Context: an optimization exercise on an open-source flow, tuned for small area and a short achievable clock period. The choices shown serve that exercise and are no tape-out recipe. Function was checked by simulation only, so behaviour that the tests miss may differ from the original.

==> flow/design.v <==
`timescale 1ns/10ps
module CTE ( clk, reset, op_mode, in_en, yuv_in, rgb_in, busy, out_valid, rgb_out, yuv_out);
input   clk ;
input   reset ;
input   op_mode;
input   in_en;
output  busy;
output  out_valid;
input   [7:0]   yuv_in;
output  [23:0]  rgb_out;
input   [23:0]  rgb_in;
output  [7:0]   yuv_out;
reg [1:0] cnt;
reg busy_r, valid_r;
reg [23:0] d;
reg [18:0] np;
assign busy = busy_r;
assign out_valid = valid_r;
wire [7:0] yy = d[7:0], uu = d[23:16], vv = d[15:8];
wire [12:0] zz = np[12:0];
wire [23:0] rgb;
assign rgb_out = rgb;
wire m0_0 = ~zz[12] & (zz[11] | zz[3]);
wire m0_1 = ~zz[12] & (zz[11] | zz[4]);
wire m0_2 = ~zz[12] & (zz[11] | zz[5]);
wire m0_3 = ~zz[12] & (zz[11] | zz[6]);
wire m0_4 = ~zz[12] & (zz[11] | zz[7]);
wire m0_5 = ~zz[12] & (zz[11] | zz[8]);
wire m0_6 = ~zz[12] & (zz[11] | zz[9]);
wire m0_7 = ~zz[12] & (zz[11] | zz[10]);
wire m0_8 = ~uu[0];
wire m0_9 = ~uu[1];
wire m0_10 = ~uu[2];
wire m0_11 = ~uu[3];
wire m0_12 = ~uu[4];
wire m0_13 = ~uu[5];
wire m0_14 = ~uu[6];
wire m0_15 = ~vv[0];
wire m0_16 = ~vv[1];
wire m0_17 = ~vv[2];
wire m0_18 = ~vv[3];
wire m0_19 = ~vv[4];
wire m0_20 = ~vv[5];
wire m0_21 = ~vv[6];
wire m0_22 = ~vv[7];
wire m0_23, m0_24;
CTE_ha m0_i25 (.a(yy[0]), .b(m0_10), .s(m0_23), .co(m0_24));
wire m0_25, m0_26;
CTE_ha m0_i27 (.a(yy[1]), .b(m0_11), .s(m0_25), .co(m0_26));
wire m0_27, m0_28;
CTE_ha m0_i29 (.a(yy[2]), .b(m0_12), .s(m0_27), .co(m0_28));
wire m0_29, m0_30;
CTE_ha m0_i31 (.a(yy[3]), .b(m0_13), .s(m0_29), .co(m0_30));
wire m0_31, m0_32;
CTE_ha m0_i33 (.a(yy[4]), .b(m0_14), .s(m0_31), .co(m0_32));
wire m0_33, m0_34;
CTE_ha m0_i35 (.a(yy[5]), .b(uu[7]), .s(m0_33), .co(m0_34));
wire m0_35, m0_36;
CTE_ha m0_i37 (.a(m0_15), .b(vv[2]), .s(m0_35), .co(m0_36));
wire m0_37, m0_38;
CTE_fa m0_i39 (.a(m0_16), .b(vv[3]), .c(m0_24), .s(m0_37), .co(m0_38));
wire m0_39, m0_40;
CTE_fa m0_i41 (.a(m0_17), .b(vv[4]), .c(m0_26), .s(m0_39), .co(m0_40));
wire m0_41, m0_42;
CTE_fa m0_i43 (.a(m0_18), .b(vv[5]), .c(m0_28), .s(m0_41), .co(m0_42));
wire m0_43, m0_44;
CTE_fa m0_i45 (.a(m0_19), .b(vv[6]), .c(m0_30), .s(m0_43), .co(m0_44));
wire m0_45, m0_46;
CTE_fa m0_i47 (.a(m0_20), .b(m0_22), .c(m0_32), .s(m0_45), .co(m0_46));
wire m0_47 = ~(yy[6] ^ m0_21);
wire m0_48 = yy[6] | m0_21;
wire m0_49, m0_50;
CTE_ha m0_i51 (.a(m0_8), .b(vv[0]), .s(m0_49), .co(m0_50));
wire m0_51 = ~(m0_9 ^ vv[1]);
wire m0_52 = m0_9 | vv[1];
wire m0_53 = ~(m0_23 ^ m0_35);
wire m0_54 = m0_23 | m0_35;
wire m0_55, m0_56;
CTE_fa m0_i57 (.a(m0_36), .b(m0_25), .c(m0_37), .s(m0_55), .co(m0_56));
wire m0_57, m0_58;
CTE_fa m0_i59 (.a(m0_27), .b(m0_38), .c(m0_39), .s(m0_57), .co(m0_58));
wire m0_59, m0_60;
CTE_fa m0_i61 (.a(m0_29), .b(m0_40), .c(m0_41), .s(m0_59), .co(m0_60));
wire m0_61, m0_62;
CTE_fa m0_i63 (.a(m0_31), .b(m0_42), .c(m0_43), .s(m0_61), .co(m0_62));
wire m0_63, m0_64;
CTE_fa m0_i65 (.a(m0_33), .b(m0_44), .c(m0_45), .s(m0_63), .co(m0_64));
wire m0_65, m0_66;
CTE_fa m0_i67 (.a(m0_34), .b(m0_47), .c(m0_46), .s(m0_65), .co(m0_66));
wire m0_67, m0_68;
CTE_fa m0_i69 (.a(yy[7]), .b(vv[7]), .c(m0_48), .s(m0_67), .co(m0_68));
wire m0_69 = 1'b1 ^ m0_49;
wire m0_70 = 1'b1 & m0_49;
wire m0_71 = m0_50 ^ m0_51;
wire m0_72 = m0_50 & m0_51;
wire m0_73 = m0_52 ^ m0_53;
wire m0_74 = m0_52 & m0_53;
wire m0_75 = m0_54 ^ m0_55;
wire m0_76 = m0_54 & m0_55;
wire m0_77 = m0_56 ^ m0_57;
wire m0_78 = m0_56 & m0_57;
wire m0_79 = m0_58 ^ m0_59;
wire m0_80 = m0_58 & m0_59;
wire m0_81 = m0_60 ^ m0_61;
wire m0_82 = m0_60 & m0_61;
wire m0_83 = m0_62 ^ m0_63;
wire m0_84 = m0_62 & m0_63;
wire m0_85 = m0_64 ^ m0_65;
wire m0_86 = m0_64 & m0_65;
wire m0_87 = m0_66 ^ m0_67;
wire m0_88 = m0_66 & m0_67;
wire m0_89 = m0_68 ^ 1'b1;
wire m0_90 = m0_68 & 1'b1;
wire m0_91 = m0_72 | (m0_71 & m0_70);
wire m0_92 = m0_71 & m0_69;
wire m0_93 = m0_74 | (m0_73 & m0_72);
wire m0_94 = m0_73 & m0_71;
wire m0_95 = m0_76 | (m0_75 & m0_74);
wire m0_96 = m0_75 & m0_73;
wire m0_97 = m0_78 | (m0_77 & m0_76);
wire m0_98 = m0_77 & m0_75;
wire m0_99 = m0_80 | (m0_79 & m0_78);
wire m0_100 = m0_79 & m0_77;
wire m0_101 = m0_82 | (m0_81 & m0_80);
wire m0_102 = m0_81 & m0_79;
wire m0_103 = m0_84 | (m0_83 & m0_82);
wire m0_104 = m0_83 & m0_81;
wire m0_105 = m0_86 | (m0_85 & m0_84);
wire m0_106 = m0_85 & m0_83;
wire m0_107 = m0_88 | (m0_87 & m0_86);
wire m0_108 = m0_87 & m0_85;
wire m0_109 = m0_90 | (m0_89 & m0_88);
wire m0_110 = m0_89 & m0_87;
wire m0_111 = 1'b1 & m0_90;
wire m0_112 = 1'b1 & m0_89;
wire m0_113 = m0_93 | (m0_94 & m0_70);
wire m0_114 = m0_95 | (m0_96 & m0_91);
wire m0_115 = m0_96 & m0_92;
wire m0_116 = m0_97 | (m0_98 & m0_93);
wire m0_117 = m0_98 & m0_94;
wire m0_118 = m0_99 | (m0_100 & m0_95);
wire m0_119 = m0_100 & m0_96;
wire m0_120 = m0_101 | (m0_102 & m0_97);
wire m0_121 = m0_102 & m0_98;
wire m0_122 = m0_103 | (m0_104 & m0_99);
wire m0_123 = m0_104 & m0_100;
wire m0_124 = m0_105 | (m0_106 & m0_101);
wire m0_125 = m0_106 & m0_102;
wire m0_126 = m0_107 | (m0_108 & m0_103);
wire m0_127 = m0_108 & m0_104;
wire m0_128 = m0_109 | (m0_110 & m0_105);
wire m0_129 = m0_110 & m0_106;
wire m0_130 = m0_111 | (m0_112 & m0_107);
wire m0_131 = m0_112 & m0_108;
wire m0_132 = m0_116 | (m0_117 & m0_70);
wire m0_133 = m0_118 | (m0_119 & m0_91);
wire m0_134 = m0_120 | (m0_121 & m0_113);
wire m0_135 = m0_122 | (m0_123 & m0_114);
wire m0_136 = m0_123 & m0_115;
wire m0_137 = m0_124 | (m0_125 & m0_116);
wire m0_138 = m0_125 & m0_117;
wire m0_139 = m0_126 | (m0_127 & m0_118);
wire m0_140 = m0_127 & m0_119;
wire m0_141 = m0_128 | (m0_129 & m0_120);
wire m0_142 = m0_129 & m0_121;
wire m0_143 = m0_130 | (m0_131 & m0_122);
wire m0_144 = m0_131 & m0_123;
wire m0_145 = m0_137 | (m0_138 & m0_70);
wire m0_146 = m0_139 | (m0_140 & m0_91);
wire m0_147 = m0_141 | (m0_142 & m0_113);
wire m0_148 = m0_143 | (m0_144 & m0_114);
wire m0_149 = m0_71 ^ m0_70;
wire m0_150 = m0_73 ^ m0_91;
wire m0_151 = m0_75 ^ m0_113;
wire m0_152 = m0_77 ^ m0_114;
wire m0_153 = m0_79 ^ m0_132;
wire m0_154 = m0_81 ^ m0_133;
wire m0_155 = m0_83 ^ m0_134;
wire m0_156 = m0_85 ^ m0_135;
wire m0_157 = m0_87 ^ m0_145;
wire m0_158 = m0_89 ^ m0_146;
wire m0_159 = 1'b1 ^ m0_147;
wire m0_160 = ~m0_159 & (m0_158 | m0_150);
wire m0_161 = ~m0_159 & (m0_158 | m0_151);
wire m0_162 = ~m0_159 & (m0_158 | m0_152);
wire m0_163 = ~m0_159 & (m0_158 | m0_153);
wire m0_164 = ~m0_159 & (m0_158 | m0_154);
wire m0_165 = ~m0_159 & (m0_158 | m0_155);
wire m0_166 = ~m0_159 & (m0_158 | m0_156);
wire m0_167 = ~m0_159 & (m0_158 | m0_157);
wire m0_168 = ~uu[7];
wire m0_169 = yy[1] ^ uu[0];
wire m0_170 = yy[1] & uu[0];
wire m0_171 = yy[2] ^ uu[1];
wire m0_172 = yy[2] & uu[1];
wire m0_173 = yy[3] ^ uu[2];
wire m0_174 = yy[3] & uu[2];
wire m0_175 = yy[4] ^ uu[3];
wire m0_176 = yy[4] & uu[3];
wire m0_177 = yy[5] ^ uu[4];
wire m0_178 = yy[5] & uu[4];
wire m0_179 = yy[6] ^ uu[5];
wire m0_180 = yy[6] & uu[5];
wire m0_181 = yy[7] ^ uu[6];
wire m0_182 = yy[7] & uu[6];
wire m0_183 = m0_168 ^ 1'b1;
wire m0_184 = m0_168 & 1'b1;
wire m0_185 = m0_169 & yy[0];
wire m0_186 = m0_172 | (m0_171 & m0_170);
wire m0_187 = m0_171 & m0_169;
wire m0_188 = m0_174 | (m0_173 & m0_172);
wire m0_189 = m0_173 & m0_171;
wire m0_190 = m0_176 | (m0_175 & m0_174);
wire m0_191 = m0_175 & m0_173;
wire m0_192 = m0_178 | (m0_177 & m0_176);
wire m0_193 = m0_177 & m0_175;
wire m0_194 = m0_180 | (m0_179 & m0_178);
wire m0_195 = m0_179 & m0_177;
wire m0_196 = m0_182 | (m0_181 & m0_180);
wire m0_197 = m0_181 & m0_179;
wire m0_198 = m0_184 | (m0_183 & m0_182);
wire m0_199 = m0_183 & m0_181;
wire m0_200 = 1'b1 & m0_184;
wire m0_201 = 1'b1 & m0_183;
wire m0_202 = m0_187 & yy[0];
wire m0_203 = m0_188 | (m0_189 & m0_170);
wire m0_204 = m0_189 & m0_185;
wire m0_205 = m0_190 | (m0_191 & m0_186);
wire m0_206 = m0_191 & m0_187;
wire m0_207 = m0_192 | (m0_193 & m0_188);
wire m0_208 = m0_193 & m0_189;
wire m0_209 = m0_194 | (m0_195 & m0_190);
wire m0_210 = m0_195 & m0_191;
wire m0_211 = m0_196 | (m0_197 & m0_192);
wire m0_212 = m0_197 & m0_193;
wire m0_213 = m0_198 | (m0_199 & m0_194);
wire m0_214 = m0_199 & m0_195;
wire m0_215 = m0_200 | (m0_201 & m0_196);
wire m0_216 = m0_201 & m0_197;
wire m0_217 = m0_206 & yy[0];
wire m0_218 = m0_207 | (m0_208 & m0_170);
wire m0_219 = m0_208 & m0_185;
wire m0_220 = m0_209 | (m0_210 & m0_186);
wire m0_221 = m0_210 & m0_202;
wire m0_222 = m0_211 | (m0_212 & m0_203);
wire m0_223 = m0_212 & m0_204;
wire m0_224 = m0_213 | (m0_214 & m0_205);
wire m0_225 = m0_214 & m0_206;
wire m0_226 = m0_215 | (m0_216 & m0_207);
wire m0_227 = m0_216 & m0_208;
wire m0_228 = m0_225 & yy[0];
wire m0_229 = m0_226 | (m0_227 & m0_170);
wire m0_230 = m0_227 & m0_185;
wire m0_231 = m0_171 ^ m0_170;
wire m0_232 = m0_173 ^ m0_186;
wire m0_233 = m0_175 ^ m0_203;
wire m0_234 = m0_177 ^ m0_205;
wire m0_235 = m0_179 ^ m0_218;
wire m0_236 = m0_181 ^ m0_220;
wire m0_237 = m0_183 ^ m0_222;
wire m0_238 = 1'b1 ^ m0_224;
wire m0_239 = ~m0_238 & (m0_237 | yy[0]);
wire m0_240 = ~m0_238 & (m0_237 | m0_169);
wire m0_241 = ~m0_238 & (m0_237 | m0_231);
wire m0_242 = ~m0_238 & (m0_237 | m0_232);
wire m0_243 = ~m0_238 & (m0_237 | m0_233);
wire m0_244 = ~m0_238 & (m0_237 | m0_234);
wire m0_245 = ~m0_238 & (m0_237 | m0_235);
wire m0_246 = ~m0_238 & (m0_237 | m0_236);
assign rgb = {m0_7, m0_6, m0_5, m0_4, m0_3, m0_2, m0_1, m0_0, m0_167, m0_166, m0_165, m0_164, m0_163, m0_162, m0_161, m0_160, m0_246, m0_245, m0_244, m0_243, m0_242, m0_241, m0_240, m0_239};
wire [7:0] ir = rgb_in[23:16], ig = rgb_in[15:8], ib = rgb_in[7:0];
wire [7:0] dr = d[23:16], dg = d[15:8], db = d[7:0];
wire sz = ((cnt == 2'd3) & ~(busy_r & valid_r)) | ((cnt == 2'd0) & busy_r);
wire su = (cnt == 2'd0) & ~busy_r, sy = cnt[0] & ~sz, sv = (cnt == 2'd2);
wire [18:0] na;
wire [7:0] q;
assign yuv_out = q;
wire ea_0 = (su|sv) | (sy & db[0]) | (sz & dg[0]);
wire ea_1 = sy;
wire ea_2 = (su|sv) | (sy & db[1]) | (sz & dg[1]);
wire ea_3 = sy;
wire ea_4 = (su & ~ib[0]) | (sy & db[2]) | sv | (sz & dg[2]);
wire ea_5 = (su & ~ig[0]) | sy | (sz & ~dg[0]);
wire ea_6 = su;
wire ea_7 = (su & ir[0]) | (sy & db[3]) | (sv & dr[0]) | (sz & db[0]);
wire ea_8 = (su & ~ib[1]) | (sy & dg[0]) | (sv & ~db[0]) | (sz & dg[3]);
wire ea_9 = (su & ~ig[1]) | sy | (sz & ~dg[1]);
wire ea_10 = sz;
wire ea_11 = (su & ir[1]) | (sy & db[4]) | (sv & dr[1]) | (sz & db[1]);
wire ea_12 = (su & ~ib[2]) | (sy & dg[1]) | (sv & ~db[1]) | (sz & dg[0]);
wire ea_13 = (su & ~ig[2]) | (sy & ~dr[0]) | (sz & dg[4]);
wire ea_14 = (sz & ~dg[2]);
wire ea_15 = (su & ir[2]) | (sy & db[5]) | (sv & dr[2]) | (sz & db[2]);
wire ea_16 = (su & ~ib[3]) | (sy & dg[2]) | (sv & ~db[0]) | (sz & dg[1]);
wire ea_17 = (su & ~ig[3]) | (sy & ~dr[1]) | (sv & ~db[2]) | (sz & dg[5]);
wire ea_18 = (su|sy) | (sv & ~dr[0]) | (sz & ~dg[3]);
wire ea_19 = sv;
wire ea_20 = (su & ir[3]) | (sy & db[0]) | (sv & dr[3]) | (sz & db[3]);
wire ea_21 = (su & ~ib[4]) | (sy & db[6]) | (sv & ~db[1]) | (sz & dg[2]);
wire ea_22 = (su & ~ig[4]) | (sy & dg[3]) | (sv & ~db[3]) | (sz & dg[6]);
wire ea_23 = (sy & ~dr[2]) | (sv & ~dg[0]) | (sz & ~dg[4]);
wire ea_24 = (sv & ~dr[1]);
wire ea_25 = (su & ir[4]) | (sy & db[1]) | (sv & dr[4]) | (sz & db[4]);
wire ea_26 = (su & ~ib[0]) | (sy & db[7]) | (sv & ~db[2]) | (sz & dg[3]);
wire ea_27 = (su & ~ib[5]) | (sy & dg[4]) | (sv & ~db[4]) | (sz & ~dg[5]);
wire ea_28 = (su & ~ig[5]) | (sy & ~dr[3]) | (sv & ~dg[1]) | (sz & ~dg[7]);
wire ea_29 = (su & ~ir[0]) | (sv & ~dr[0]) | sz;
wire ea_30 = (sv & ~dr[2]);
wire ea_31 = (su & ir[5]) | (sy & db[2]) | (sv & dr[5]) | (sz & db[5]);
wire ea_32 = (su & ~ib[1]) | (sy & dg[5]) | (sv & ~db[3]) | (sz & dg[4]);
wire ea_33 = (su & ~ib[6]) | (sy & dr[0]) | (sv & ~db[5]) | (sz & ~dg[6]);
wire ea_34 = (su & ~ig[0]) | (sy & ~dr[4]) | (sv & ~dg[0]) | sz;
wire ea_35 = (su & ~ig[6]) | (sv & ~dg[2]);
wire ea_36 = (su & ~ir[1]) | (sv & ~dr[1]);
wire ea_37 = (sv & ~dr[3]);
wire ea_38 = (su & ib[0]) | (sy & db[3]) | (sv & dr[0]) | (sz & db[6]);
wire ea_39 = (su & ir[6]) | (sy & dg[0]) | (sv & dr[6]) | (sz & dg[5]);
wire ea_40 = (su & ~ib[2]) | (sy & dg[6]) | (sv & ~db[4]) | (sz & dg[7]);
wire ea_41 = (su & ~ib[7]) | (sy & dr[1]) | (sv & ~db[6]);
wire ea_42 = (su & ~ig[1]) | (sy & ~dr[5]) | (sv & ~dg[1]);
wire ea_43 = (su & ~ig[7]) | sy | (sv & ~dg[3]);
wire ea_44 = (su & ~ir[2]) | (sv & ~dr[2]);
wire ea_45 = (sv & ~dr[4]);
wire ea_46 = (su & ib[1]) | (sy & db[4]) | (sv & dr[1]) | (sz & db[7]);
wire ea_47 = (su & ir[7]) | (sy & dg[1]) | (sv & dr[7]) | (sz & dg[6]);
wire ea_48 = (su & ~ib[3]) | (sy & dg[7]) | (sv & ~db[5]) | sz;
wire ea_49 = (su & ~ig[2]) | (sy & dr[2]) | (sv & ~db[7]);
wire ea_50 = (su & ~ir[3]) | (sy & ~dr[6]) | (sv & ~dg[2]);
wire ea_51 = sy | (sv & ~dg[4]);
wire ea_52 = (sv & ~dr[3]);
wire ea_53 = (sv & ~dr[5]);
wire ea_54 = (su & ib[2]) | (sy & db[5]) | (sv & dr[2]) | (sz & ~dg[7]);
wire ea_55 = (su & ~ib[4]) | (sy & dg[2]) | (sv & ~db[6]);
wire ea_56 = (su & ~ig[3]) | (sy & dr[3]) | (sv & ~dg[3]);
wire ea_57 = (su & ~ir[4]) | (sy & ~dr[7]) | (sv & ~dg[5]);
wire ea_58 = (su|sy) | (sv & ~dr[4]);
wire ea_59 = (sv & ~dr[6]);
wire ea_60 = sv;
wire ea_61 = (su & ib[3]) | (sy & db[6]) | (sv & dr[3]) | sz;
wire ea_62 = (su & ~ib[5]) | (sy & dg[3]) | (sv & ~db[7]);
wire ea_63 = (su & ~ig[4]) | (sy & dr[4]) | (sv & ~dg[4]);
wire ea_64 = (su & ~ir[5]) | (sv & ~dg[6]);
wire ea_65 = su | (sv & ~dr[5]);
wire ea_66 = (sv & ~dr[7]);
wire ea_67 = sv;
wire ea_68 = (su & ib[4]) | (sy & db[7]) | (sv & dr[4]) | sz;
wire ea_69 = (su & ~ib[6]) | (sy & dg[4]) | (sv & ~dg[5]);
wire ea_70 = (su & ~ig[5]) | (sy & dr[5]) | (sv & ~dg[7]);
wire ea_71 = (su & ~ir[6]) | (sv & ~dr[6]);
wire ea_72 = (su & ib[5]) | (sy & dg[5]) | (sv & dr[5]) | sz;
wire ea_73 = (su & ~ib[7]) | (sy & dr[6]) | (sv & ~dg[6]);
wire ea_74 = (su & ~ig[6]) | (sv & ~dr[7]);
wire ea_75 = (su & ~ir[7]);
wire ea_76 = (su & ib[6]) | (sy & dg[6]) | (sv & dr[6]) | sz;
wire ea_77 = (su & ~ig[7]) | (sy & dr[7]) | (sv & ~dg[7]);
wire ea_78 = (su|sy|sv);
wire ea_79 = (su & ib[7]) | (sy & dg[7]) | (sv & dr[7]) | sz;
wire ea_80 = (su|sy|sv);
wire ea_81 = (su|sv|sz);
wire ea_82 = (su|sv|sz);
wire ea_83, ea_84;
CTE_ha ea_i85 (.a(ea_37), .b(ea_31), .s(ea_83), .co(ea_84));
wire ea_85, ea_86;
CTE_fa ea_i87 (.a(ea_45), .b(ea_38), .c(ea_39), .s(ea_85), .co(ea_86));
wire ea_87, ea_88;
CTE_ha ea_i89 (.a(ea_40), .b(ea_41), .s(ea_87), .co(ea_88));
wire ea_89, ea_90;
CTE_fa ea_i91 (.a(ea_51), .b(ea_52), .c(ea_53), .s(ea_89), .co(ea_90));
wire ea_91, ea_92;
CTE_fa ea_i93 (.a(ea_46), .b(ea_47), .c(ea_48), .s(ea_91), .co(ea_92));
wire ea_93, ea_94;
CTE_fa ea_i95 (.a(ea_58), .b(ea_59), .c(ea_60), .s(ea_93), .co(ea_94));
wire ea_95, ea_96;
CTE_ha ea_i97 (.a(ea_54), .b(ea_55), .s(ea_95), .co(ea_96));
wire ea_97, ea_98;
CTE_fa ea_i99 (.a(ea_65), .b(ea_66), .c(ea_67), .s(ea_97), .co(ea_98));
wire ea_99, ea_100;
CTE_ha ea_i101 (.a(ea_61), .b(ea_62), .s(ea_99), .co(ea_100));
wire ea_101, ea_102;
CTE_ha ea_i103 (.a(ea_18), .b(ea_19), .s(ea_101), .co(ea_102));
wire ea_103, ea_104;
CTE_fa ea_i105 (.a(ea_23), .b(ea_24), .c(ea_20), .s(ea_103), .co(ea_104));
wire ea_105, ea_106;
CTE_fa ea_i107 (.a(ea_30), .b(ea_25), .c(ea_26), .s(ea_105), .co(ea_106));
wire ea_107, ea_108;
CTE_ha ea_i109 (.a(ea_27), .b(ea_28), .s(ea_107), .co(ea_108));
wire ea_109, ea_110;
CTE_fa ea_i111 (.a(ea_32), .b(ea_33), .c(ea_34), .s(ea_109), .co(ea_110));
wire ea_111, ea_112;
CTE_fa ea_i113 (.a(ea_35), .b(ea_36), .c(ea_83), .s(ea_111), .co(ea_112));
wire ea_113, ea_114;
CTE_fa ea_i115 (.a(ea_42), .b(ea_43), .c(ea_44), .s(ea_113), .co(ea_114));
wire ea_115, ea_116;
CTE_fa ea_i117 (.a(ea_84), .b(ea_85), .c(ea_87), .s(ea_115), .co(ea_116));
wire ea_117, ea_118;
CTE_fa ea_i119 (.a(ea_89), .b(ea_49), .c(ea_50), .s(ea_117), .co(ea_118));
wire ea_119, ea_120;
CTE_fa ea_i121 (.a(ea_86), .b(ea_88), .c(ea_91), .s(ea_119), .co(ea_120));
wire ea_121, ea_122;
CTE_fa ea_i123 (.a(ea_90), .b(ea_93), .c(ea_56), .s(ea_121), .co(ea_122));
wire ea_123, ea_124;
CTE_fa ea_i125 (.a(ea_57), .b(ea_92), .c(ea_95), .s(ea_123), .co(ea_124));
wire ea_125, ea_126;
CTE_fa ea_i127 (.a(ea_94), .b(ea_97), .c(ea_63), .s(ea_125), .co(ea_126));
wire ea_127, ea_128;
CTE_fa ea_i129 (.a(ea_64), .b(ea_96), .c(ea_99), .s(ea_127), .co(ea_128));
wire ea_129, ea_130;
CTE_fa ea_i131 (.a(ea_98), .b(ea_68), .c(ea_69), .s(ea_129), .co(ea_130));
wire ea_131, ea_132;
CTE_fa ea_i133 (.a(ea_70), .b(ea_71), .c(ea_100), .s(ea_131), .co(ea_132));
wire ea_133, ea_134;
CTE_fa ea_i135 (.a(ea_72), .b(ea_73), .c(ea_74), .s(ea_133), .co(ea_134));
wire ea_135, ea_136;
CTE_ha ea_i137 (.a(ea_10), .b(ea_7), .s(ea_135), .co(ea_136));
wire ea_137, ea_138;
CTE_fa ea_i139 (.a(ea_14), .b(ea_11), .c(ea_12), .s(ea_137), .co(ea_138));
wire ea_139, ea_140;
CTE_fa ea_i141 (.a(ea_101), .b(ea_15), .c(ea_16), .s(ea_139), .co(ea_140));
wire ea_141, ea_142;
CTE_fa ea_i143 (.a(ea_102), .b(ea_21), .c(ea_22), .s(ea_141), .co(ea_142));
wire ea_143, ea_144;
CTE_fa ea_i145 (.a(ea_29), .b(ea_104), .c(ea_105), .s(ea_143), .co(ea_144));
wire ea_145, ea_146;
CTE_fa ea_i147 (.a(ea_106), .b(ea_108), .c(ea_109), .s(ea_145), .co(ea_146));
wire ea_147, ea_148;
CTE_fa ea_i149 (.a(ea_110), .b(ea_113), .c(ea_112), .s(ea_147), .co(ea_148));
wire ea_149, ea_150;
CTE_fa ea_i151 (.a(ea_114), .b(ea_117), .c(ea_116), .s(ea_149), .co(ea_150));
wire ea_151, ea_152;
CTE_fa ea_i153 (.a(ea_118), .b(ea_121), .c(ea_120), .s(ea_151), .co(ea_152));
wire ea_153, ea_154;
CTE_fa ea_i155 (.a(ea_122), .b(ea_125), .c(ea_124), .s(ea_153), .co(ea_154));
wire ea_155, ea_156;
CTE_fa ea_i157 (.a(ea_126), .b(ea_129), .c(ea_128), .s(ea_155), .co(ea_156));
wire ea_157, ea_158;
CTE_fa ea_i159 (.a(ea_75), .b(ea_130), .c(ea_133), .s(ea_157), .co(ea_158));
wire ea_159, ea_160;
CTE_fa ea_i161 (.a(ea_78), .b(ea_76), .c(ea_77), .s(ea_159), .co(ea_160));
wire ea_161, ea_162;
CTE_ha ea_i163 (.a(ea_6), .b(ea_4), .s(ea_161), .co(ea_162));
wire ea_163, ea_164;
CTE_fa ea_i165 (.a(ea_8), .b(ea_9), .c(ea_135), .s(ea_163), .co(ea_164));
wire ea_165, ea_166;
CTE_fa ea_i167 (.a(ea_13), .b(ea_136), .c(ea_137), .s(ea_165), .co(ea_166));
wire ea_167, ea_168;
CTE_fa ea_i169 (.a(ea_17), .b(ea_138), .c(ea_139), .s(ea_167), .co(ea_168));
wire ea_169, ea_170;
CTE_fa ea_i171 (.a(ea_140), .b(ea_103), .c(ea_141), .s(ea_169), .co(ea_170));
wire ea_171, ea_172;
CTE_fa ea_i173 (.a(ea_142), .b(ea_107), .c(ea_143), .s(ea_171), .co(ea_172));
wire ea_173, ea_174;
CTE_fa ea_i175 (.a(ea_144), .b(ea_111), .c(ea_145), .s(ea_173), .co(ea_174));
wire ea_175, ea_176;
CTE_fa ea_i177 (.a(ea_146), .b(ea_115), .c(ea_147), .s(ea_175), .co(ea_176));
wire ea_177, ea_178;
CTE_fa ea_i179 (.a(ea_119), .b(ea_148), .c(ea_149), .s(ea_177), .co(ea_178));
wire ea_179, ea_180;
CTE_fa ea_i181 (.a(ea_123), .b(ea_150), .c(ea_151), .s(ea_179), .co(ea_180));
wire ea_181, ea_182;
CTE_fa ea_i183 (.a(ea_127), .b(ea_152), .c(ea_153), .s(ea_181), .co(ea_182));
wire ea_183, ea_184;
CTE_fa ea_i185 (.a(ea_131), .b(ea_154), .c(ea_155), .s(ea_183), .co(ea_184));
wire ea_185, ea_186;
CTE_fa ea_i187 (.a(ea_132), .b(ea_157), .c(ea_156), .s(ea_185), .co(ea_186));
wire ea_187, ea_188;
CTE_fa ea_i189 (.a(ea_134), .b(ea_159), .c(ea_158), .s(ea_187), .co(ea_188));
wire ea_189, ea_190;
CTE_fa ea_i191 (.a(ea_80), .b(ea_79), .c(ea_160), .s(ea_189), .co(ea_190));
wire ea_191 = ea_0 ^ ea_1;
wire ea_192 = ea_0 & ea_1;
wire ea_193 = ea_2 ^ ea_3;
wire ea_194 = ea_2 & ea_3;
wire ea_195 = ea_5 ^ ea_161;
wire ea_196 = ea_5 & ea_161;
wire ea_197 = ea_162 ^ ea_163;
wire ea_198 = ea_162 & ea_163;
wire ea_199 = ea_164 ^ ea_165;
wire ea_200 = ea_164 & ea_165;
wire ea_201 = ea_166 ^ ea_167;
wire ea_202 = ea_166 & ea_167;
wire ea_203 = ea_168 ^ ea_169;
wire ea_204 = ea_168 & ea_169;
wire ea_205 = ea_170 ^ ea_171;
wire ea_206 = ea_170 & ea_171;
wire ea_207 = ea_172 ^ ea_173;
wire ea_208 = ea_172 & ea_173;
wire ea_209 = ea_174 ^ ea_175;
wire ea_210 = ea_174 & ea_175;
wire ea_211 = ea_176 ^ ea_177;
wire ea_212 = ea_176 & ea_177;
wire ea_213 = ea_178 ^ ea_179;
wire ea_214 = ea_178 & ea_179;
wire ea_215 = ea_180 ^ ea_181;
wire ea_216 = ea_180 & ea_181;
wire ea_217 = ea_182 ^ ea_183;
wire ea_218 = ea_182 & ea_183;
wire ea_219 = ea_184 ^ ea_185;
wire ea_220 = ea_184 & ea_185;
wire ea_221 = ea_186 ^ ea_187;
wire ea_222 = ea_186 & ea_187;
wire ea_223 = ea_188 ^ ea_189;
wire ea_224 = ea_188 & ea_189;
wire ea_225 = ea_190 ^ ea_81;
wire ea_226 = ea_190 & ea_81;
wire ea_227 = ea_194 | (ea_193 & ea_192);
wire ea_228 = ea_193 & ea_191;
wire ea_229 = ea_196 | (ea_195 & ea_194);
wire ea_230 = ea_195 & ea_193;
wire ea_231 = ea_198 | (ea_197 & ea_196);
wire ea_232 = ea_197 & ea_195;
wire ea_233 = ea_200 | (ea_199 & ea_198);
wire ea_234 = ea_199 & ea_197;
wire ea_235 = ea_202 | (ea_201 & ea_200);
wire ea_236 = ea_201 & ea_199;
wire ea_237 = ea_204 | (ea_203 & ea_202);
wire ea_238 = ea_203 & ea_201;
wire ea_239 = ea_206 | (ea_205 & ea_204);
wire ea_240 = ea_205 & ea_203;
wire ea_241 = ea_208 | (ea_207 & ea_206);
wire ea_242 = ea_207 & ea_205;
wire ea_243 = ea_210 | (ea_209 & ea_208);
wire ea_244 = ea_209 & ea_207;
wire ea_245 = ea_212 | (ea_211 & ea_210);
wire ea_246 = ea_211 & ea_209;
wire ea_247 = ea_214 | (ea_213 & ea_212);
wire ea_248 = ea_213 & ea_211;
wire ea_249 = ea_216 | (ea_215 & ea_214);
wire ea_250 = ea_215 & ea_213;
wire ea_251 = ea_218 | (ea_217 & ea_216);
wire ea_252 = ea_217 & ea_215;
wire ea_253 = ea_220 | (ea_219 & ea_218);
wire ea_254 = ea_219 & ea_217;
wire ea_255 = ea_222 | (ea_221 & ea_220);
wire ea_256 = ea_221 & ea_219;
wire ea_257 = ea_224 | (ea_223 & ea_222);
wire ea_258 = ea_223 & ea_221;
wire ea_259 = ea_226 | (ea_225 & ea_224);
wire ea_260 = ea_225 & ea_223;
wire ea_261 = ea_82 & ea_226;
wire ea_262 = ea_82 & ea_225;
wire ea_263 = ea_229 | (ea_230 & ea_192);
wire ea_264 = ea_230 & ea_191;
wire ea_265 = ea_231 | (ea_232 & ea_227);
wire ea_266 = ea_232 & ea_228;
wire ea_267 = ea_233 | (ea_234 & ea_229);
wire ea_268 = ea_234 & ea_230;
wire ea_269 = ea_235 | (ea_236 & ea_231);
wire ea_270 = ea_236 & ea_232;
wire ea_271 = ea_237 | (ea_238 & ea_233);
wire ea_272 = ea_238 & ea_234;
wire ea_273 = ea_239 | (ea_240 & ea_235);
wire ea_274 = ea_240 & ea_236;
wire ea_275 = ea_241 | (ea_242 & ea_237);
wire ea_276 = ea_242 & ea_238;
wire ea_277 = ea_243 | (ea_244 & ea_239);
wire ea_278 = ea_244 & ea_240;
wire ea_279 = ea_245 | (ea_246 & ea_241);
wire ea_280 = ea_246 & ea_242;
wire ea_281 = ea_247 | (ea_248 & ea_243);
wire ea_282 = ea_248 & ea_244;
wire ea_283 = ea_249 | (ea_250 & ea_245);
wire ea_284 = ea_250 & ea_246;
wire ea_285 = ea_251 | (ea_252 & ea_247);
wire ea_286 = ea_252 & ea_248;
wire ea_287 = ea_253 | (ea_254 & ea_249);
wire ea_288 = ea_254 & ea_250;
wire ea_289 = ea_255 | (ea_256 & ea_251);
wire ea_290 = ea_256 & ea_252;
wire ea_291 = ea_257 | (ea_258 & ea_253);
wire ea_292 = ea_258 & ea_254;
wire ea_293 = ea_259 | (ea_260 & ea_255);
wire ea_294 = ea_260 & ea_256;
wire ea_295 = ea_261 | (ea_262 & ea_257);
wire ea_296 = ea_262 & ea_258;
wire ea_297 = ea_267 | (ea_268 & ea_192);
wire ea_298 = ea_268 & ea_191;
wire ea_299 = ea_269 | (ea_270 & ea_227);
wire ea_300 = ea_270 & ea_228;
wire ea_301 = ea_271 | (ea_272 & ea_263);
wire ea_302 = ea_272 & ea_264;
wire ea_303 = ea_273 | (ea_274 & ea_265);
wire ea_304 = ea_274 & ea_266;
wire ea_305 = ea_275 | (ea_276 & ea_267);
wire ea_306 = ea_276 & ea_268;
wire ea_307 = ea_277 | (ea_278 & ea_269);
wire ea_308 = ea_278 & ea_270;
wire ea_309 = ea_279 | (ea_280 & ea_271);
wire ea_310 = ea_280 & ea_272;
wire ea_311 = ea_281 | (ea_282 & ea_273);
wire ea_312 = ea_282 & ea_274;
wire ea_313 = ea_283 | (ea_284 & ea_275);
wire ea_314 = ea_284 & ea_276;
wire ea_315 = ea_285 | (ea_286 & ea_277);
wire ea_316 = ea_286 & ea_278;
wire ea_317 = ea_287 | (ea_288 & ea_279);
wire ea_318 = ea_288 & ea_280;
wire ea_319 = ea_289 | (ea_290 & ea_281);
wire ea_320 = ea_290 & ea_282;
wire ea_321 = ea_291 | (ea_292 & ea_283);
wire ea_322 = ea_292 & ea_284;
wire ea_323 = ea_293 | (ea_294 & ea_285);
wire ea_324 = ea_294 & ea_286;
wire ea_325 = ea_295 | (ea_296 & ea_287);
wire ea_326 = ea_296 & ea_288;
wire ea_327 = ea_305 | (ea_306 & ea_192);
wire ea_328 = ea_306 & ea_191;
wire ea_329 = ea_307 | (ea_308 & ea_227);
wire ea_330 = ea_308 & ea_228;
wire ea_331 = ea_309 | (ea_310 & ea_263);
wire ea_332 = ea_310 & ea_264;
wire ea_333 = ea_311 | (ea_312 & ea_265);
wire ea_334 = ea_312 & ea_266;
wire ea_335 = ea_313 | (ea_314 & ea_297);
wire ea_336 = ea_314 & ea_298;
wire ea_337 = ea_315 | (ea_316 & ea_299);
wire ea_338 = ea_316 & ea_300;
wire ea_339 = ea_317 | (ea_318 & ea_301);
wire ea_340 = ea_318 & ea_302;
wire ea_341 = ea_319 | (ea_320 & ea_303);
wire ea_342 = ea_320 & ea_304;
wire ea_343 = ea_321 | (ea_322 & ea_305);
wire ea_344 = ea_322 & ea_306;
wire ea_345 = ea_323 | (ea_324 & ea_307);
wire ea_346 = ea_324 & ea_308;
wire ea_347 = ea_325 | (ea_326 & ea_309);
wire ea_348 = ea_326 & ea_310;
wire ea_349 = ea_343 | (ea_344 & ea_192);
wire ea_350 = ea_344 & ea_191;
wire ea_351 = ea_345 | (ea_346 & ea_227);
wire ea_352 = ea_346 & ea_228;
wire ea_353 = ea_347 | (ea_348 & ea_263);
wire ea_354 = ea_348 & ea_264;
wire ea_355 = ea_193 ^ ea_192;
wire ea_356 = ea_195 ^ ea_227;
wire ea_357 = ea_197 ^ ea_263;
wire ea_358 = ea_199 ^ ea_265;
wire ea_359 = ea_201 ^ ea_297;
wire ea_360 = ea_203 ^ ea_299;
wire ea_361 = ea_205 ^ ea_301;
wire ea_362 = ea_207 ^ ea_303;
wire ea_363 = ea_209 ^ ea_327;
wire ea_364 = ea_211 ^ ea_329;
wire ea_365 = ea_213 ^ ea_331;
wire ea_366 = ea_215 ^ ea_333;
wire ea_367 = ea_217 ^ ea_335;
wire ea_368 = ea_219 ^ ea_337;
wire ea_369 = ea_221 ^ ea_339;
wire ea_370 = ea_223 ^ ea_341;
wire ea_371 = ea_225 ^ ea_349;
wire ea_372 = ea_82 ^ ea_351;
assign na = {ea_372, ea_371, ea_370, ea_369, ea_368, ea_367, ea_366, ea_365, ea_364, ea_363, ea_362, ea_361, ea_360, ea_359, ea_358, ea_357, ea_356, ea_355, ea_191};
wire eb_n191 = np[0];
wire eb_n355 = np[1];
wire eb_n356 = np[2];
wire eb_n357 = np[3];
wire eb_n358 = np[4];
wire eb_n359 = np[5];
wire eb_n360 = np[6];
wire eb_n361 = np[7];
wire eb_n362 = np[8];
wire eb_n363 = np[9];
wire eb_n364 = np[10];
wire eb_n365 = np[11];
wire eb_n366 = np[12];
wire eb_n367 = np[13];
wire eb_n368 = np[14];
wire eb_n369 = np[15];
wire eb_n370 = np[16];
wire eb_n371 = np[17];
wire eb_n372 = np[18];
wire eb_0 = ~eb_n362;
wire eb_1 = ~eb_n363;
wire eb_2 = ~eb_n364;
wire eb_3 = ~eb_n365;
wire eb_4 = ~eb_n366;
wire eb_5 = ~eb_n367;
wire eb_6 = ~eb_n368;
wire eb_7 = ~eb_n369;
wire eb_8 = ~eb_n370;
wire eb_9 = ~eb_n371;
wire eb_10 = ~eb_n372;
wire eb_11, eb_12;
CTE_ha eb_i13 (.a(eb_0), .b(eb_3), .s(eb_11), .co(eb_12));
wire eb_13, eb_14;
CTE_fa eb_i15 (.a(eb_1), .b(eb_4), .c(eb_n356), .s(eb_13), .co(eb_14));
wire eb_15, eb_16;
CTE_fa eb_i17 (.a(eb_2), .b(eb_5), .c(eb_n357), .s(eb_15), .co(eb_16));
wire eb_17, eb_18;
CTE_fa eb_i19 (.a(eb_3), .b(eb_6), .c(eb_n358), .s(eb_17), .co(eb_18));
wire eb_19, eb_20;
CTE_fa eb_i21 (.a(eb_4), .b(eb_7), .c(eb_n359), .s(eb_19), .co(eb_20));
wire eb_21, eb_22;
CTE_fa eb_i23 (.a(eb_5), .b(eb_8), .c(eb_n360), .s(eb_21), .co(eb_22));
wire eb_23, eb_24;
CTE_fa eb_i25 (.a(eb_6), .b(eb_9), .c(eb_n361), .s(eb_23), .co(eb_24));
wire eb_25, eb_26;
CTE_fa eb_i27 (.a(eb_7), .b(eb_10), .c(eb_n362), .s(eb_25), .co(eb_26));
wire eb_27 = ~(eb_8 ^ eb_n363);
wire eb_28 = eb_8 | eb_n363;
wire eb_29 = ~(eb_9 ^ eb_n364);
wire eb_30 = eb_9 | eb_n364;
wire eb_31 = ~(eb_10 ^ eb_n365);
wire eb_32 = eb_10 | eb_n365;
wire eb_33, eb_34;
CTE_ha eb_i35 (.a(eb_11), .b(eb_n355), .s(eb_33), .co(eb_34));
wire eb_35, eb_36;
CTE_fa eb_i37 (.a(eb_12), .b(eb_13), .c(eb_n358), .s(eb_35), .co(eb_36));
wire eb_37, eb_38;
CTE_fa eb_i39 (.a(eb_14), .b(eb_15), .c(eb_n359), .s(eb_37), .co(eb_38));
wire eb_39, eb_40;
CTE_fa eb_i41 (.a(eb_16), .b(eb_n360), .c(eb_17), .s(eb_39), .co(eb_40));
wire eb_41, eb_42;
CTE_fa eb_i43 (.a(eb_18), .b(eb_n361), .c(eb_19), .s(eb_41), .co(eb_42));
wire eb_43, eb_44;
CTE_fa eb_i45 (.a(eb_20), .b(eb_n362), .c(eb_21), .s(eb_43), .co(eb_44));
wire eb_45, eb_46;
CTE_fa eb_i47 (.a(eb_22), .b(eb_23), .c(eb_n363), .s(eb_45), .co(eb_46));
wire eb_47, eb_48;
CTE_fa eb_i49 (.a(eb_24), .b(eb_25), .c(eb_n364), .s(eb_47), .co(eb_48));
wire eb_49, eb_50;
CTE_fa eb_i51 (.a(eb_26), .b(eb_n365), .c(eb_27), .s(eb_49), .co(eb_50));
wire eb_51, eb_52;
CTE_fa eb_i53 (.a(eb_28), .b(eb_n366), .c(eb_29), .s(eb_51), .co(eb_52));
wire eb_53, eb_54;
CTE_fa eb_i55 (.a(eb_n367), .b(eb_30), .c(eb_31), .s(eb_53), .co(eb_54));
wire eb_55, eb_56;
CTE_fa eb_i57 (.a(eb_n366), .b(eb_n368), .c(eb_32), .s(eb_55), .co(eb_56));
wire eb_57 = ~(eb_n367 ^ eb_n369);
wire eb_58 = eb_n367 | eb_n369;
wire eb_59 = ~(eb_n368 ^ eb_n370);
wire eb_60 = eb_n368 | eb_n370;
wire eb_61 = ~(eb_n369 ^ eb_n371);
wire eb_62 = eb_n369 | eb_n371;
wire eb_63 = ~(eb_n370 ^ eb_n372);
wire eb_64 = eb_n370 | eb_n372;
wire eb_65 = ~eb_n371;
wire eb_66 = eb_n357 ^ eb_33;
wire eb_67 = eb_n357 & eb_33;
wire eb_68 = eb_34 ^ eb_35;
wire eb_69 = eb_34 & eb_35;
wire eb_70 = eb_36 ^ eb_37;
wire eb_71 = eb_36 & eb_37;
wire eb_72 = eb_38 ^ eb_39;
wire eb_73 = eb_38 & eb_39;
wire eb_74 = eb_40 ^ eb_41;
wire eb_75 = eb_40 & eb_41;
wire eb_76 = eb_42 ^ eb_43;
wire eb_77 = eb_42 & eb_43;
wire eb_78 = eb_44 ^ eb_45;
wire eb_79 = eb_44 & eb_45;
wire eb_80 = eb_46 ^ eb_47;
wire eb_81 = eb_46 & eb_47;
wire eb_82 = eb_48 ^ eb_49;
wire eb_83 = eb_48 & eb_49;
wire eb_84 = eb_50 ^ eb_51;
wire eb_85 = eb_50 & eb_51;
wire eb_86 = eb_52 ^ eb_53;
wire eb_87 = eb_52 & eb_53;
wire eb_88 = eb_54 ^ eb_55;
wire eb_89 = eb_54 & eb_55;
wire eb_90 = eb_56 ^ eb_57;
wire eb_91 = eb_56 & eb_57;
wire eb_92 = eb_58 ^ eb_59;
wire eb_93 = eb_58 & eb_59;
wire eb_94 = eb_60 ^ eb_61;
wire eb_95 = eb_60 & eb_61;
wire eb_96 = eb_62 ^ eb_63;
wire eb_97 = eb_62 & eb_63;
wire eb_98 = eb_64 ^ eb_65;
wire eb_99 = eb_64 & eb_65;
wire eb_100 = eb_69 | (eb_68 & eb_67);
wire eb_101 = eb_68 & eb_66;
wire eb_102 = eb_71 | (eb_70 & eb_69);
wire eb_103 = eb_70 & eb_68;
wire eb_104 = eb_73 | (eb_72 & eb_71);
wire eb_105 = eb_72 & eb_70;
wire eb_106 = eb_75 | (eb_74 & eb_73);
wire eb_107 = eb_74 & eb_72;
wire eb_108 = eb_77 | (eb_76 & eb_75);
wire eb_109 = eb_76 & eb_74;
wire eb_110 = eb_79 | (eb_78 & eb_77);
wire eb_111 = eb_78 & eb_76;
wire eb_112 = eb_81 | (eb_80 & eb_79);
wire eb_113 = eb_80 & eb_78;
wire eb_114 = eb_83 | (eb_82 & eb_81);
wire eb_115 = eb_82 & eb_80;
wire eb_116 = eb_85 | (eb_84 & eb_83);
wire eb_117 = eb_84 & eb_82;
wire eb_118 = eb_87 | (eb_86 & eb_85);
wire eb_119 = eb_86 & eb_84;
wire eb_120 = eb_89 | (eb_88 & eb_87);
wire eb_121 = eb_88 & eb_86;
wire eb_122 = eb_91 | (eb_90 & eb_89);
wire eb_123 = eb_90 & eb_88;
wire eb_124 = eb_93 | (eb_92 & eb_91);
wire eb_125 = eb_92 & eb_90;
wire eb_126 = eb_95 | (eb_94 & eb_93);
wire eb_127 = eb_94 & eb_92;
wire eb_128 = eb_97 | (eb_96 & eb_95);
wire eb_129 = eb_96 & eb_94;
wire eb_130 = eb_99 | (eb_98 & eb_97);
wire eb_131 = eb_98 & eb_96;
wire eb_132 = eb_102 | (eb_103 & eb_67);
wire eb_133 = eb_103 & eb_66;
wire eb_134 = eb_104 | (eb_105 & eb_100);
wire eb_135 = eb_105 & eb_101;
wire eb_136 = eb_106 | (eb_107 & eb_102);
wire eb_137 = eb_107 & eb_103;
wire eb_138 = eb_108 | (eb_109 & eb_104);
wire eb_139 = eb_109 & eb_105;
wire eb_140 = eb_110 | (eb_111 & eb_106);
wire eb_141 = eb_111 & eb_107;
wire eb_142 = eb_112 | (eb_113 & eb_108);
wire eb_143 = eb_113 & eb_109;
wire eb_144 = eb_114 | (eb_115 & eb_110);
wire eb_145 = eb_115 & eb_111;
wire eb_146 = eb_116 | (eb_117 & eb_112);
wire eb_147 = eb_117 & eb_113;
wire eb_148 = eb_118 | (eb_119 & eb_114);
wire eb_149 = eb_119 & eb_115;
wire eb_150 = eb_120 | (eb_121 & eb_116);
wire eb_151 = eb_121 & eb_117;
wire eb_152 = eb_122 | (eb_123 & eb_118);
wire eb_153 = eb_123 & eb_119;
wire eb_154 = eb_124 | (eb_125 & eb_120);
wire eb_155 = eb_125 & eb_121;
wire eb_156 = eb_126 | (eb_127 & eb_122);
wire eb_157 = eb_127 & eb_123;
wire eb_158 = eb_128 | (eb_129 & eb_124);
wire eb_159 = eb_129 & eb_125;
wire eb_160 = eb_130 | (eb_131 & eb_126);
wire eb_161 = eb_131 & eb_127;
wire eb_162 = eb_136 | (eb_137 & eb_67);
wire eb_163 = eb_137 & eb_66;
wire eb_164 = eb_138 | (eb_139 & eb_100);
wire eb_165 = eb_139 & eb_101;
wire eb_166 = eb_140 | (eb_141 & eb_132);
wire eb_167 = eb_141 & eb_133;
wire eb_168 = eb_142 | (eb_143 & eb_134);
wire eb_169 = eb_143 & eb_135;
wire eb_170 = eb_144 | (eb_145 & eb_136);
wire eb_171 = eb_145 & eb_137;
wire eb_172 = eb_146 | (eb_147 & eb_138);
wire eb_173 = eb_147 & eb_139;
wire eb_174 = eb_148 | (eb_149 & eb_140);
wire eb_175 = eb_149 & eb_141;
wire eb_176 = eb_150 | (eb_151 & eb_142);
wire eb_177 = eb_151 & eb_143;
wire eb_178 = eb_152 | (eb_153 & eb_144);
wire eb_179 = eb_153 & eb_145;
wire eb_180 = eb_154 | (eb_155 & eb_146);
wire eb_181 = eb_155 & eb_147;
wire eb_182 = eb_156 | (eb_157 & eb_148);
wire eb_183 = eb_157 & eb_149;
wire eb_184 = eb_158 | (eb_159 & eb_150);
wire eb_185 = eb_159 & eb_151;
wire eb_186 = eb_160 | (eb_161 & eb_152);
wire eb_187 = eb_161 & eb_153;
wire eb_188 = eb_170 | (eb_171 & eb_67);
wire eb_189 = eb_171 & eb_66;
wire eb_190 = eb_172 | (eb_173 & eb_100);
wire eb_191 = eb_173 & eb_101;
wire eb_192 = eb_174 | (eb_175 & eb_132);
wire eb_193 = eb_175 & eb_133;
wire eb_194 = eb_176 | (eb_177 & eb_134);
wire eb_195 = eb_177 & eb_135;
wire eb_196 = eb_178 | (eb_179 & eb_162);
wire eb_197 = eb_179 & eb_163;
wire eb_198 = eb_180 | (eb_181 & eb_164);
wire eb_199 = eb_181 & eb_165;
wire eb_200 = eb_182 | (eb_183 & eb_166);
wire eb_201 = eb_183 & eb_167;
wire eb_202 = eb_184 | (eb_185 & eb_168);
wire eb_203 = eb_185 & eb_169;
wire eb_204 = eb_186 | (eb_187 & eb_170);
wire eb_205 = eb_187 & eb_171;
wire eb_206 = eb_204 | (eb_205 & eb_67);
wire eb_207 = eb_205 & eb_66;
wire eb_208 = eb_68 ^ eb_67;
wire eb_209 = eb_70 ^ eb_100;
wire eb_210 = eb_72 ^ eb_132;
wire eb_211 = eb_74 ^ eb_134;
wire eb_212 = eb_76 ^ eb_162;
wire eb_213 = eb_78 ^ eb_164;
wire eb_214 = eb_80 ^ eb_166;
wire eb_215 = eb_82 ^ eb_168;
wire eb_216 = eb_84 ^ eb_188;
wire eb_217 = eb_86 ^ eb_190;
wire eb_218 = eb_88 ^ eb_192;
wire eb_219 = eb_90 ^ eb_194;
wire eb_220 = eb_92 ^ eb_196;
wire eb_221 = eb_94 ^ eb_198;
wire eb_222 = eb_96 ^ eb_200;
wire eb_223 = eb_98 ^ eb_202;
assign q = {~eb_223, eb_222, eb_221, eb_220, eb_219, eb_218, eb_217, eb_216};
always @(posedge clk or posedge reset) begin
    if (reset) begin
        cnt <= 2'd0;
        busy_r <= 1'b0;
        valid_r <= 1'b0;
    end else if (op_mode) begin
        if (in_en) begin
            cnt <= cnt + 2'd1;
            busy_r <= ~cnt[0];
            valid_r <= 1'b1;
        end
    end else begin
        if (busy_r && valid_r) begin
            busy_r <= 1'b0;
            valid_r <= 1'b0;
        end else if (busy_r && cnt == 2'd0) begin
            valid_r <= 1'b1;
        end else if (busy_r) begin
            busy_r <= 1'b0;
            valid_r <= 1'b1;
        end else if (in_en) begin
            cnt <= cnt + 2'd1;
            if (cnt[1]) busy_r <= 1'b1;
            if (cnt == 2'd3) valid_r <= 1'b0;
        end
    end
end
always @(posedge clk) begin
    if (in_en || sz) np <= na;
    if (op_mode) begin
        if (in_en && !cnt[0]) d <= rgb_in;
    end else if (in_en && !busy_r) begin
        if (cnt == 2'd0) d[23:16] <= yuv_in;
        if (cnt == 2'd2) d[15:8] <= yuv_in;
        if (cnt[0]) d[7:0] <= yuv_in;
    end
end
endmodule
module CTE_fa (a, b, c, s, co);
input a, b, c; output s, co;
assign s = a ^ b ^ c;
assign co = (a & b) | (a & c) | (b & c);
endmodule
module CTE_ha (a, b, s, co);
input a, b; output s, co;
assign s = a ^ b;
assign co = a & b;
endmodule
==> flow/flow/run.sh <==
#!/bin/bash
# Standard layout (the standard.sh: standard synthesis and ORFS flow), with the
# port buffers made from buf_1 instead of the default delay buffer.
set -euo pipefail
bash standard.sh "BUFFER_PORTS_ARGS=-buffer_cell sky130_fd_sc_hd__buf_1" finish > standard_flow.log 2>&1
==> flow/standard.sh <==
#!/bin/bash
# synth_recipe.tcl (not shown) runs the flow's synth.tcl, then flattens the netlist and writes it again
# the make line also repeats each setting of config.mk as NAME=value (left out here)
make -C /OpenROAD-flow-scripts/flow DESIGN_CONFIG=/design/flow/config.mk WORK_HOME=/design/flow/orfs CLKGATE_MAP_FILE= SYNTH_SCRIPT=/design/flow/synth_recipe.tcl "${@:-finish}"
==> flow/config.mk <==
export PLATFORM = sky130hd
export DESIGN_NAME = CTE
export DESIGN_NICKNAME = CTE
export VERILOG_FILES = /design/flow/design.v
export SDC_FILE = /design/flow/constraint.sdc
export NUM_CORES = 4
export LEC_CHECK = 0
export CAP_MARGIN = 20
export CORE_MARGIN = 2
export CORE_UTILIZATION = 40
export CTS_BUF_LIST = sky130_fd_sc_hd__clkbuf_8
export SLEW_MARGIN = 20
export SYNTH_HIERARCHICAL = 1
==> flow/constraint.sdc <==
create_clock -name core_clock -period 25.0 [get_ports {clk}]
set_input_delay 5.0000 -clock core_clock [delete_from_list [all_inputs] [get_ports {clk}]]
set_output_delay 5.0000 -clock core_clock [all_outputs]
set_load 0.01 [all_outputs]
==> impl_metrics.py, run 1 <==
metrics = {
    "worst_setup_path": {
        "arrival_ns": 4.09,
        "slowest_delay_ns": 0.62,
        "path_cells": "inv_1 -> fa_1 -> fa_1 -> ha_1 -> a31o_1 -> a211oi_1 -> or3_1 -> a31o_2 -> o21ai_0 -> a2111oi_0 -> nor3_1 -> buf_1",
        "cpMaxStageDelayCell": "edfxtp_1",
        "r2r_end": "np[17]",
        "crit_path_frequent_cell": "fa_1",
        "crit_type": "flop to output pin",
        "regToRegStartpoint": "cnt[0]",
        "r2r_cells": 19,
        "cp_max_fo": 11,
        "critical_path.endpoint_type": "output pin",
        "rrSetupSlack_ns": 18.48,
        "critPathLaunchType": "flop",
        "crit_required_ns": 20.00,
    },
    "grt": {
        "grt_start_max_net_pins": 42,
        "grt_overflow": 0,
        "antenna_found_initial": 0,
        "first_global_vias": 5928,
        "grt_use_total_pct": 20.5,
        "grt_pass1_wl_um": 31400,
    },
    "route": {
        "remaining_drc_errors": 0,
        "drtAntennaViolNets": 0,
        "routed_wl_um": 19300,
        "initialDrtViolationCount": 706,
        "num_vias": 6060,
        "viasPerCell": 5.79,
        "wl_per_cell_um": 18.4,
        "drt-pass1-iter-count": 6,
    },
    "finish": {
        "drive_gt1_share_pct": 3.30,
        "n_fill_cell": 1808,
        "area_delta_synth_final_pct": 4.82,
        "finalNetCount": 1010,
        "antennaDiodeCount": 0,
        "final_cell_mix": "105 x nand2_1, 81 x inv_1, 79 x ha_1",
        "final_common_cell": "nand2_1",
    },
    "worst_hold_path": {
        "hold_class": "flop to flop",
        "hold_depth": 1,
        "min_from": "cnt[1]",
        "min_to": "cnt[1]",
    },
    "run": {
        "drv_cap": 0,
    },
    "logic_synthesis": {
        "syn-num-nets": 988,
        "netlist_instances": 795,
        "ys_types": 70,
        "yosys_warnings": 7,
        "ys_top_cells_by_area": "fa_1 22%, edfxtp_1 17%, ha_1 14%",
        "syn_avg_cell_area_um2": 9.08,
        "yosysSeqAreaShare_pct": 18.9,
        "syn-cell-area_um2": 7220,
        "synth_ff_type": "edfxtp_1",
        "synth-edff-count": 42,
        "synth.top_cell.area_share_pct": 21.6,
        "ys_ff_latch": 46,
        "async_flop_share_pct": 8.70,
        "synth_top_area_cell": "fa_1",
    },
    "cts": {
        "htreeDepth": 2,
        "cts.clk_slew.worst_paths_ns": 0.11,
        "clkLatencyLatePin_ns": 0.33,
        "cts_buffers": 5,
        "clock-sinks": 46,
        "cts_resized": 0,
        "cts_tree": "yes",
        "clockBufferDepth": 2,
        "root_buffer": "clkbuf_8",
        "ctsHoldBuffers": 0,
        "postCtsSetupBuffers": 0,
    },
    "sta": {
        "min_period_ns": 9.09,
        "drv_slew": 0,
        "skew_ns": 0.0135,
        "finalSetupTns_ns": 0,
        "tightest_slew_ns": 1.06,
        "final_hold_viol_count": 0,
        "timing.final.crit_share_pct": 36.3,
        "setup_violations": 0,
        "hold_ws_ns": 0.626,
        "slew_headroom_pct": 28.2,
        "max_freq_ghz": 0.110,
        "rsz0062_at_grt": "no",
    },
    "floorplanning": {
        "rows": 49,
        "io_pins": 70,
        "die_y_um": 138,
        "die_area_um2": 19100,
        "start_util_pct": 40.5,
        "die_w_um": 138,
        "coreArea_um2": 17800,
    },
    "status": {
        "status": "finished clean",
    },
    "placement": {
        "dp_hpwl_um": 15300,
        "routabilityCongestion": 0.974,
        "portBuffers": 69,
    },
}
-- registers in the layout (all words and copies together), names as in the netlist --
| register | flops |
|---|---|
| valid_r | 1 |
| busy_r | 1 |
| np | 18 |
| cnt | 2 |
| d | 24 |
-- final cells by class --
cell class / count / area (um2) / area share [%]
Clock inverter: 3 / 47.5 / 0.628
Timing Repair Buffer: 72 / 282 / 3.72
Multi-Input combinational cell: 608 / 5210 / 68.8
Sequential cell: 46 / 1360 / 18.0
Clock buffer: 5 / 68.8 / 0.909
Inverter: 84 / 315 / 4.17
Tap cell: 229 / 287 / 3.79
-- per-layer routing --
metal	global-route usage (%)	up-vias	share of wire, %
li1	-	2812	-
met5	0	-	0
met2	32.9	294	45
met4	5.48	0	2.3
met3	3.53	40	8.1
met1	28.8	2914	44
-- per-stage QoR --
stage / setup slack (ns) / area (um2) / utilization, % / std cells
after global routing: 15.62 / 7570 / 42.4 / 1047
final: 15.91 / 7570 / 42.4 / 1047
after detailed placement: 15.89 / 7450 / 41.8 / 1039
after CTS: 15.87 / 7570 / 42.4 / 1047
after floorplan: 16.29 / 7220 / - / 795
after global placement: 15.93 / 7450 / 41.8 / 1039
-- Yosys stat by module, one instance, submodules excluded --
module	copies in the design	cells	flip-flops and latches
CTE_ha	18	1	0
CTE_fa	76	1	0
CTE	1	701	46
-- synth_stat cells (all sizes together), types with 17 or more instances --
| library cell | n |
|---|---|
| nand2 | 105 |
| inv | 83 |
| ha | 79 |
| fa | 78 |
| a21oi | 57 |
| nor2 | 49 |
| edfxtp | 42 |
| buf | 35 |
| o21ai | 35 |
| clkbuf | 22 |
| nand2b | 19 |
| xnor2 | 17 |
-- worst max-delay path by stage --
| stage | cells past startpoint | slack (ns) | to | from |
|---|---|---|---|---|
| finish | 12 | 15.91 | yuv_out[4] | np[12] |
| global placement | 15 | 15.93 | np[17] | rgb_in[22] |
| CTS | 12 | 15.87 | yuv_out[4] | np[12] |
| detailed placement | 13 | 15.89 | np[17] | rgb_in[1] |
| global route | 12 | 15.62 | yuv_out[4] | np[12] |
| floorplan | 13 | 16.29 | np[17] | rgb_in[0] |
-- critical path, delay by kind of cell, from the launching register on --
kind | cells | cell delay (ns)
AO/OA/AOI/OAI | 5 | 1.29
adder cells (fa/ha/maj) | 3 | 1.27
flip-flops | 1 | 0.62
buffers and inverters | 2 | 0.31
AND/OR/NAND/NOR | 2 | 0.27
-- kinds of logic (layout without fill, tap and decap cells) --
| family | count (synthesis) | in the layout | share of synthesized area [%] |
|---|---|---|---|
| adders and majority gates | 157 | 157 | 35.3 |
| xor gates and xnor gates | 31 | 31 | 3.86 |
| and+or+nand+nor | 219 | 219 | 13.6 |
| AOI/OAI and AO/OA | 197 | 197 | 18.8 |
| buffers and inverters | 141 | 164 | 9.03 |
| muxes | 4 | 4 | 0.572 |
| DFF | 46 | 46 | 18.9 |
==> run 2, diff against run 1 <==
==> flow/flow/run.sh (replaced) <==
#!/bin/bash
# Standard layout (the standard.sh: standard synthesis and ORFS flow), with the
# port buffers made from buf_1 instead of the default delay buffer, and timing repair aiming 16.05 ns above zero slack.
set -euo pipefail
bash standard.sh "BUFFER_PORTS_ARGS=-buffer_cell sky130_fd_sc_hd__buf_1" "SETUP_SLACK_MARGIN=16.05" finish > standard_flow.log 2>&1
==> run 2 against run 1 <==
  * Critical path type unchanged
  * Area after synthesis did not move
  * Count of clock-buffer cells in the layout did not move
  * Still clean
  * Synthesized cell count did not move
  * Sequential share of layout area fell by 0.21 points
==> impl_metrics.py, run 2 <==
metrics = {
    "finish": {
        "area_delta_synth_final_pct": 6.03,
        "top_register": "d",
        "antennaDiodeCount": 0,
        "fin_area_um2": 7650,
        "final_common_cell": "nand2_1",
        "reg_top3": "d x24, np x18, cnt x2",
        "multi_input_area_um2": 5220,
        "seqCellArea_um2": 1360,
        "final_cell_mix": "105 x nand2_1, 81 x inv_1, 79 x ha_1",
        "largest_register_ffs": 24,
    },
    "cts": {
        "htreeDepth": 2,
        "root_buffer": "clkbuf_8",
        "clockBufferDepth": 2,
        "cts_tree": "yes",
        "clkLatencyLatePin_ns": 0.33,
        "clock-sinks": 46,
    },
    "floorplanning": {
        "die_y_um": 138,
        "die_area_um2": 19100,
        "start_util_pct": 40.5,
        "rows": 49,
        "coreArea_um2": 17800,
        "io_pins": 70,
    },
    "logic_synthesis": {
        "ys_types": 70,
        "synth-edff-count": 42,
        "yosys-top-cells-count": "105 x nand2_1, 81 x inv_1, 79 x ha_1, 78 x fa_1, 56 x a21oi_1",
        "yosysSeqAreaShare_pct": 18.9,
        "syn-num-nets": 988,
        "syn_avg_cell_area_um2": 9.08,
        "synth_ff_type": "edfxtp_1",
        "synth_most_common_cell": "nand2_1",
        "ys_top_cells_by_area": "fa_1 22%, edfxtp_1 17%, ha_1 14%",
    },
    "sta": {
        "timing.final.crit_share_pct": 35.1,
        "tightest_slew_ns": 1.02,
        "max_freq_ghz": 0.114,
        "final_hold_viol_count": 0,
        "slew_headroom_pct": 31.3,
        "finalSetupTns_ns": 0,
        "rsz0062_at_grt": "no",
        "min_period_ns": 8.79,
        "drv_slew": 0,
        "skew_ns": 0.0149,
    },
    "grt": {
        "grt_start_max_net_pins": 42,
        "antenna_found_initial": 0,
        "grt_use_total_pct": 20.5,
        "grt_pass1_wl_um": 31500,
    },
    "worst_setup_path": {
        "rrSetupSlack_ns": 18.54,
        "slowest_delay_ns": 0.58,
        "cp-endpoint": "yuv_out[6]",
        "regToRegStartpoint": "cnt[0]",
        "critPathLaunchType": "flop",
        "path_cells": "inv_1 -> fa_1 -> fa_1 -> ha_1 -> a31o_1 -> a211oi_1 -> or3_1 -> a31o_2 -> a21bo_2 -> a211o_1 -> o311ai_1 -> buf_1",
        "r2r_cells": 19,
        "crit_path_frequent_cell": "fa_1",
        "crit_type": "flop to output pin",
        "r2r_end": "np[17]",
        "cp_max_fo": 6,
        "cpMaxStageDelayCell": "fa_1",
        "arrival_ns": 3.79,
    },
    "worst_hold_path": {
        "hold_class": "flop to flop",
    },
    "route": {
        "viasPerCell": 5.75,
        "initialDrtViolationCount": 664,
        "remaining_drc_errors": 0,
        "drt-pass1-iter-count": 6,
        "num_vias": 6073,
    },
    "status": {
        "status": "finished clean",
    },
    "placement": {
        "dp_hpwl_um": 15300,
        "portBuffers": 69,
        "dpl_cell_area_um2": 7450,
        "routabilityCongestion": 0.974,
    },
    "run": {
        "drv_cap": 0,
    },
}
==> run 2: per-module statistics from Yosys (local to each module, per instance) <==
| module | flip-flops and latches | times used |
|---|---|---|
| CTE | 46 | 1 |
| CTE_fa | 0 | 76 |
| CTE_ha | 0 | 18 |
==> run 2: through the flow <==
stage / utilization, % / hold slack, ns / setup WS [ns] / instances
6_report: 42.9 / 0.632 / 16.21 / 1057
5_1_grt: 42.9 / 0.668 / 16.05 / 1057
4_1_cts: 42.5 / 0.632 / 16.08 / 1049
3_5_place_dp: 41.8 / 0.606 / 15.89 / 1039
3_3_place_gp: 41.8 / 0.600 / 15.93 / 1039
2_1_floorplan: - / 0.555 / 16.29 / 795
==> run 2: worst max-delay path: cells and delay by family (launching register included) <==
| family | cells | cell delay [ns] |
|---|---|---|
| adders and majority gates | 3 | 1.29 |
| DFF | 1 | 0.40 |
| and+or+nand+nor | 1 | 0.34 |
| buffers and inverters | 2 | 0.29 |
| AOI/OAI and AO/OA | 6 | 1.13 |
==> run 2: cell families after synthesis <==
family	Yosys count	synth area share (%)
multiplexers	4	0.572
buffers and inverters	141	9.03
adder cells (fa/ha/maj)	157	35.3
AO/OA/AOI/OAI	197	18.8
AND/OR/NAND/NOR	219	13.6
flip-flops	46	18.9
XOR/XNOR	31	3.86
==> run 2: metal layers <==
| metal | vias to the layer above | part of all wire (%) | GRT usage [%] |
|---|---|---|---|
| li1 | 2828 | - | - |
| met3 | 36 | 8.1 | 3.53 |
| met4 | 0 | 2.2 | 5.48 |
| met5 | - | 0 | 0 |
| met1 | 2918 | 44 | 28.9 |
| met2 | 291 | 46 | 32.9 |
==> run 2: cell type report <==
| type | count | area share (%) |
|---|---|---|
| Tap cell | 229 | 3.74 |
| Timing Repair Buffer | 82 | 4.66 |
| Multi-Input combinational cell | 608 | 68.2 |
| Sequential cell | 46 | 17.8 |
| Clock buffer | 5 | 0.899 |
| Clock inverter | 3 | 0.621 |
| Inverter | 84 | 4.12 |
==> run 2: worst min path at each step <==
stage	to	depth (start not counted)	start	slack, ns
5_1_grt	cnt[1]	1	cnt[1]	0.67
3_5_place_dp	cnt[1]	1	cnt[1]	0.61
2_1_floorplan	cnt[1]	1	cnt[1]	0.55
6_report	cnt[1]	1	cnt[1]	0.63
3_3_place_gp	cnt[1]	1	cnt[1]	0.60
4_1_cts	cnt[1]	1	cnt[1]	0.63
==> run 2: what timing repair did <==
action,in CTS,in global routing
buffers inserted,2,8
pin swaps,0,3
resized for setup,0,6
hold endpoints to repair,0,0
setup endpoints to repair,4,9
hold buffers,0,0

-- static timing again, ports no longer ideal --
In the flow no input, the clock included, has a driving cell. The finished layouts below were timed again as built, in two steps. Step 1 (the two cells are an assumption about what drives the block):
set clk [get_ports {clk}]
set_driving_cell -lib_cell sky130_fd_sc_hd__clkbuf_16 $clk
set_driving_cell -lib_cell sky130_fd_sc_hd__buf_2 [delete_from_list [all_inputs] $clk]
Step 2, shift: input delay + t, output delay - t, t = (earliest + latest rising clock arrival at the registers) / 2. This alone moves slack from input paths to output paths. Slacks: ideal / step 1 / step 2; pairs: ideal / step 1.
run	shift t [ns]	setup WS [ns]	worst hold slack (ns)	worst setup path after step 2	pins driven straight from the clock port
run 1	0.361	15.913 / 15.879 / 15.873	0.626 / 0.626 / 0.626	input to register	1
run 2	0.360	16.213 / 16.178 / 15.951	0.632 / 0.632 / 0.632	input to register	1
After both steps every run listed still meets setup and hold. The setup slack of run 2, which loses most, moves by -0.035 ns with the drivers and by -0.262 ns with both steps.
